From an optimization exercise on the open Yosys and OpenROAD flow, aimed at small area, a short achievable clock period and few clock cycles; shortcuts taken in it are not production practice. At most, simulation tests tie the RTL to the original design; equivalence was not proved. Power figures rest on the tool's default switching activity, not on a simulated workload.

// cpu_pipeline
module cpu_pipeline(
    input wire clk,
    input wire rst_n,
    output wire ibus_req,
    output wire [(32-1):0] ibus_addr,
    input wire [(32-1):0] ibus_rdata,
    input wire ibus_ready,
    output wire dbus_req,
    output wire dbus_we,
    output wire [(32-1):0] dbus_addr,
    output wire [(32-1):0] dbus_wdata,
    output wire [1:0] dbus_size,
    input wire [(32-1):0] dbus_rdata,
    input wire dbus_ready
);
    reg ex_valid;
    reg [31:0] ex_rs1;
    reg [31:0] ex_b;     
    reg ex_sub;
    reg [31:0] ex_imm;
    reg [4:0] ex_rd;
    reg [2:0] ex_f3;
    reg ex_f7;           
    reg ex_wr;           
    reg ex_lui, ex_auipc, ex_jal, ex_jalr, ex_br, ex_ld, ex_st, ex_opimm, ex_op;
    reg [7:0] ex_clt, ex_ceq;   
    reg ex_clt7s;
    reg ex_base_pc;      
    reg ex_base_rs;      
    reg [31:2] fetch_q;
    wire [31:2] seq_pc = fetch_q + {29'd0, ex_valid};
    wire [31:0] wb_data;
    wire [31:2] fetch_pc;
    wire ex_mem = ex_ld | ex_st;
    wire replay = ex_valid & ex_mem & ~dbus_ready;
    wire accept = ibus_ready & ~replay;
    assign ibus_addr = {fetch_pc, 2'b00};
    assign ibus_req = ~replay;
    always @(posedge clk or negedge rst_n) begin
        if (!rst_n)
            fetch_q <= 30'd0;
        else if (!replay)
            fetch_q <= fetch_pc;
    end
    wire [31:0] inst = ibus_rdata;
    wire [6:0] opc = inst[6:0];
    wire d_lui   = (opc == 7'b0110111);
    wire d_auipc = (opc == 7'b0010111);
    wire d_jal   = (opc == 7'b1101111);
    wire d_jalr  = (opc == 7'b1100111);
    wire d_br    = (opc == 7'b1100011);
    wire d_ld    = (opc == 7'b0000011);
    wire d_st    = (opc == 7'b0100011);
    wire d_opimm = (opc == 7'b0010011);
    wire d_op    = (opc == 7'b0110011);
    wire d_wr = (d_lui | d_auipc | d_jal | d_jalr | d_ld | d_opimm | d_op) & (inst[11:7] != 5'd0);
    wire d_sub = ((d_op | d_opimm) & (inst[14:13] == 2'b01)) |
                 (d_op & inst[30] & (inst[14:12] == 3'b000));
    wire [31:0] imm_i = {{20{inst[31]}}, inst[31:20]};
    wire [31:0] imm_s = {{20{inst[31]}}, inst[31:25], inst[11:7]};
    wire [31:0] imm_b = {{19{inst[31]}}, inst[31], inst[7], inst[30:25], inst[11:8], 1'b0};
  ...
export LEC_CHECK = 0
export CAP_MARGIN = 30
export CORE_MARGIN = 2
export CORE_UTILIZATION = 40
export SETUP_SLACK_MARGIN = 3.0
export SLEW_MARGIN = 20
export SYNTH_HIERARCHICAL = 1
export SYNTH_MINIMUM_KEEP_SIZE = 0
create_clock -name core_clock -period 8.0 [get_ports {clk}]
standard.sh (not shown) runs the stock make flow with config.mk's settings and CLKGATE_MAP_FILE= SYNTH_SCRIPT=/design/flow/synth_recipe.tcl, a recipe that flattens the netlist after the stock synthesis.
==> flow/flow/run.sh <==
#!/bin/bash
# Layout flow: the standard flow (standard.sh), with every input and
# output port buffered by buf_4 cells instead of the buffer cell that
# buffer_ports picks by default. Its full output goes to standard.log.
set -e
export BUFFER_PORTS_ARGS="-buffer_cell sky130_fd_sc_hd__buf_4"
bash standard.sh > standard.log 2>&1
Edit:
==> flow/flow/run.sh (replaced) <==
#!/bin/bash
# Layout flow: the standard flow (standard.sh), with every input and
# output port buffered by buf_2 cells instead of the buffer cell that
# buffer_ports picks by default. Its full output goes to standard.log.
set -e
export BUFFER_PORTS_ARGS="-buffer_cell sky130_fd_sc_hd__buf_2"
bash standard.sh > standard.log 2>&1
CTS_CLUSTER_DIAMETER = 120   (was not set)
CTS_CLUSTER_SIZE = 22   (was not set)
Count of clock-buffer cells in the layout goes down by 107.
Area after synthesis stays the same.
Utilization goes down by 1.7 points.
Die area does not change.
First-iteration DRC count shrinks slightly.
Combinational power is about the same.
Global-route usage stays flat.
Hold slack gains 7.5 ps.
Setup slack got worse by 25 ps.
No functional check of the RTL was part of any run of this note.

cpu_pipeline, a different RTL version from the one above (not shown whole).
Size in the first run: about 5,200 cells after synthesis, roughly 55,000 sq um of cells after synthesis.
==> flow/config.mk <==
export PLATFORM = sky130hd
export DESIGN_NAME = cpu_pipeline
export DESIGN_NICKNAME = cpu_pipeline
export VERILOG_FILES = /design/flow/design.v
export SDC_FILE = /design/flow/constraint.sdc
export NUM_CORES = 8
export LEC_CHECK = 0
export CAP_MARGIN = 15
export CORE_MARGIN = 2
export CORE_UTILIZATION = 40
export CTS_CLUSTER_DIAMETER = 130
export CTS_CLUSTER_SIZE = 24
export SETUP_SLACK_MARGIN = 3.0
export SLEW_MARGIN = 10
export SYNTH_HIERARCHICAL = 1
export SYNTH_MINIMUM_KEEP_SIZE = 0
==> flow/constraint.sdc <==
create_clock -name core_clock -period 8.0 [get_ports {clk}]
set_input_delay 1.6000 -clock core_clock [delete_from_list [all_inputs] [get_ports {clk}]]
set_output_delay 1.6000 -clock core_clock [all_outputs]
set_load 0.01 [all_outputs]
==> flow/flow/run.sh <==
#!/bin/bash
# Layout flow: the standard flow (standard.sh), with every input and
# output port buffered by buf_2 cells instead of the buffer cell that
# buffer_ports picks by default. Its full output goes to standard.log.
set -e
export BUFFER_PORTS_ARGS="-buffer_cell sky130_fd_sc_hd__buf_2"
bash standard.sh > standard.log 2>&1
Testbench counts at the start, summed over its fixed seeds: cycles 77,558.
Next try:
- CAP_MARGIN: 15 -> 30
- CTS_CLUSTER_DIAMETER: 130 -> 120
- CTS_CLUSTER_SIZE: 24 -> 22
- SLEW_MARGIN: 10 -> 20
Outcome:
- routed wire length hardly moves
- utilization went up by 0.51 points
- synthesized area stays the same
- worst setup slack is better by 53 ps
- cell area went up by 1.1%
- first-iteration DRC count went up by 2.1%
Next try:
- SETUP_SLACK_MARGIN: 3.0 -> 3.25
Outcome: The changed run produced a clean layout; sequential share of layout area fell by 1.3 points; die area stays the same; maximum frequency rose by about 0.54%; area after synthesis does not change; hold slack barely changes.
Next try:
- CTS_CLUSTER_DIAMETER: 120 -> default
- CTS_CLUSTER_SIZE: 22 -> 30
- SETUP_SLACK_MARGIN: 3.25 -> 3.0
After rerunning:
- The changed run passed the timing, DRC and antenna checks
- global-route usage went down by 0.87 points
- die area does not change
- clock-buffer cell count went up by 106
- routed wire length went down by 3.0%
- synthesized cell count is unchanged
Next try:
- CTS_CLUSTER_DIAMETER: default -> 120
- CTS_CLUSTER_SIZE: 30 -> 22
- GPL_TIMING_DRIVEN: default -> 0
The changed run ran to the end with no violations.
Cell count barely changes.
Via count shrinks by 0.56%.
Maximum frequency shrinks by 1.1%.
Routed wire length barely changes.
Worst setup slack degrades by 56 ps.
Cell area grows by 1.2%.
Clock-buffer cell count shrinks by 106.
Clock power shrinks by 43%.
Critical path depth grows by 2.
Next try:
==> flow/flow/run.sh (replaced) <==
#!/bin/bash
# Layout flow: the standard flow (standard.sh), with every input and
# output port buffered by buf_4 cells instead of the buffer cell that
# buffer_ports picks by default. Its full output goes to standard.log.
set -e
export BUFFER_PORTS_ARGS="-buffer_cell sky130_fd_sc_hd__buf_4"
bash standard.sh > standard.log 2>&1
- CTS_CLUSTER_DIAMETER: 120 -> default
- CTS_CLUSTER_SIZE: 22 -> default
- GPL_TIMING_DRIVEN: 0 -> default
Fmax went up by about 0.5%.
Worst setup slack gains 25 ps.
Flip-flop and latch count stays the same.
Worst hold slack loses 6.0 ps.
Total power went up by 26%.
Synthesized area is unchanged.

== lane 1 ==
Starting RTL as in the previous note.
Settings: LEC_CHECK=0, CAP_MARGIN=30, CORE_MARGIN=2, CORE_UTILIZATION=40, CTS_CLUSTER_DIAMETER=130, CTS_CLUSTER_SIZE=24, PLACE_DENSITY=0.75, SETUP_SLACK_MARGIN=3.0, SLEW_MARGIN=20, SYNTH_HIERARCHICAL=1, SYNTH_MINIMUM_KEEP_SIZE=0; clock period 8.0 ns.
==> flow/flow/run.sh <==
#!/bin/bash
# Layout flow: the standard flow (standard.sh), with every input and
# output port buffered by buf_2 cells instead of the buffer cell that
# buffer_ports picks by default. Its full output goes to standard.log.
set -e
export BUFFER_PORTS_ARGS="-buffer_cell sky130_fd_sc_hd__buf_2"
bash standard.sh > standard.log 2>&1
Testbench counts of lane 1, summed over its fixed seeds: cycles 77,558.
Setup changes, lane 1 to lane 2
- clearing PLACE_DENSITY, which used to be 0.75
Required arrival time at the worst endpoint: lane 2 vs lane 1 down 0.04 ns. Going from lane 1 to lane 2, routed length per instance grows by about 5%. Wire length delta (lane 2 − lane 1): unfavourable. When lane 2 is set beside lane 1, its path length in cells of the critical path turns out to be 4 smaller. Critical-path cell with the highest stage delay: sky130_fd_sc_hd__nand4_1 -> lane 2, sky130_fd_sc_hd__a222oi_1 -> lane 1. Number of buffers outside the clock class in the layout came out higher on lane 2 than on lane 1. Between lane 1 and lane 2, the worst hold-check slack does not differ in any meaningful way. Taking lane 1 as the reference, in lane 2 met1 track demand over resource in global routing rose 5.2 points; sequential share of layout area fell 0.29 points; post-layout net count rose about 0.7%.

port drivers added, routing unchanged:
The flow's constraints put no driver on any port. The routed layouts listed below were extracted and timed again, unchanged, in two steps. Step 1, drivers: a clkbuf_16 drives clk and a buf_2 each remaining input, both assumed. Step 2 times the ports against the registers' clock, not the clock port: input delays grow and output delays shrink by t, the midpoint of the rising clock arrivals with the driver on. a / b / c = no drivers / after step 1 / after step 2; a / b = the first two.
run | t, ns | setup WS [ns] | hold WS [ns] | worst setup path after step 2 | slew at the worst register clock pin (ns)
the first run of note 1 | 0.848 | 2.884 / 2.797 / 2.170 | 0.496 / 0.496 / 0.496 | input to register | 0.07 / 0.07
the second run of note 1 | 0.832 | 2.859 / 2.771 / 2.183 | 0.503 / 0.503 / 0.503 | input to register | 0.11 / 0.11
the first run of note 2 | 0.784 | 2.905 / 2.893 / 2.120 | 0.504 / 0.504 / 0.504 | input to register | 0.12 / 0.12
the second run of note 2 | 0.806 | 2.959 / 2.944 / 2.153 | 0.505 / 0.505 / 0.505 | input to register | 0.11 / 0.11
the third run of note 2 | 0.822 | 2.986 / 2.902 / 2.201 | 0.504 / 0.504 / 0.504 | input to register | 0.11 / 0.11
the fourth run of note 2 | 0.853 | 2.959 / 2.866 / 2.179 | 0.498 / 0.498 / 0.498 | input to register | 0.07 / 0.07
the fifth run of note 2 | 0.834 | 2.903 / 2.836 / 2.002 | 0.502 / 0.502 / 0.502 | input to register | 0.12 / 0.12
the sixth run of note 2 | 0.862 | 2.928 / 2.873 / 2.011 | 0.496 / 0.496 / 0.496 | input to register | 0.07 / 0.07
lane 1 | 0.792 | 2.974 / 2.917 / 2.179 | 0.504 / 0.504 / 0.504 | input to register | 0.11 / 0.11
lane 2 | 0.786 | 3.003 / 2.952 / 2.191 | 0.504 / 0.504 / 0.504 | input to register | 0.12 / 0.12
After both steps every run listed still meets setup and hold. The setup slack of the sixth run of note 2, which loses most, moves by -0.055 ns with the drivers and by -0.917 ns with both steps.
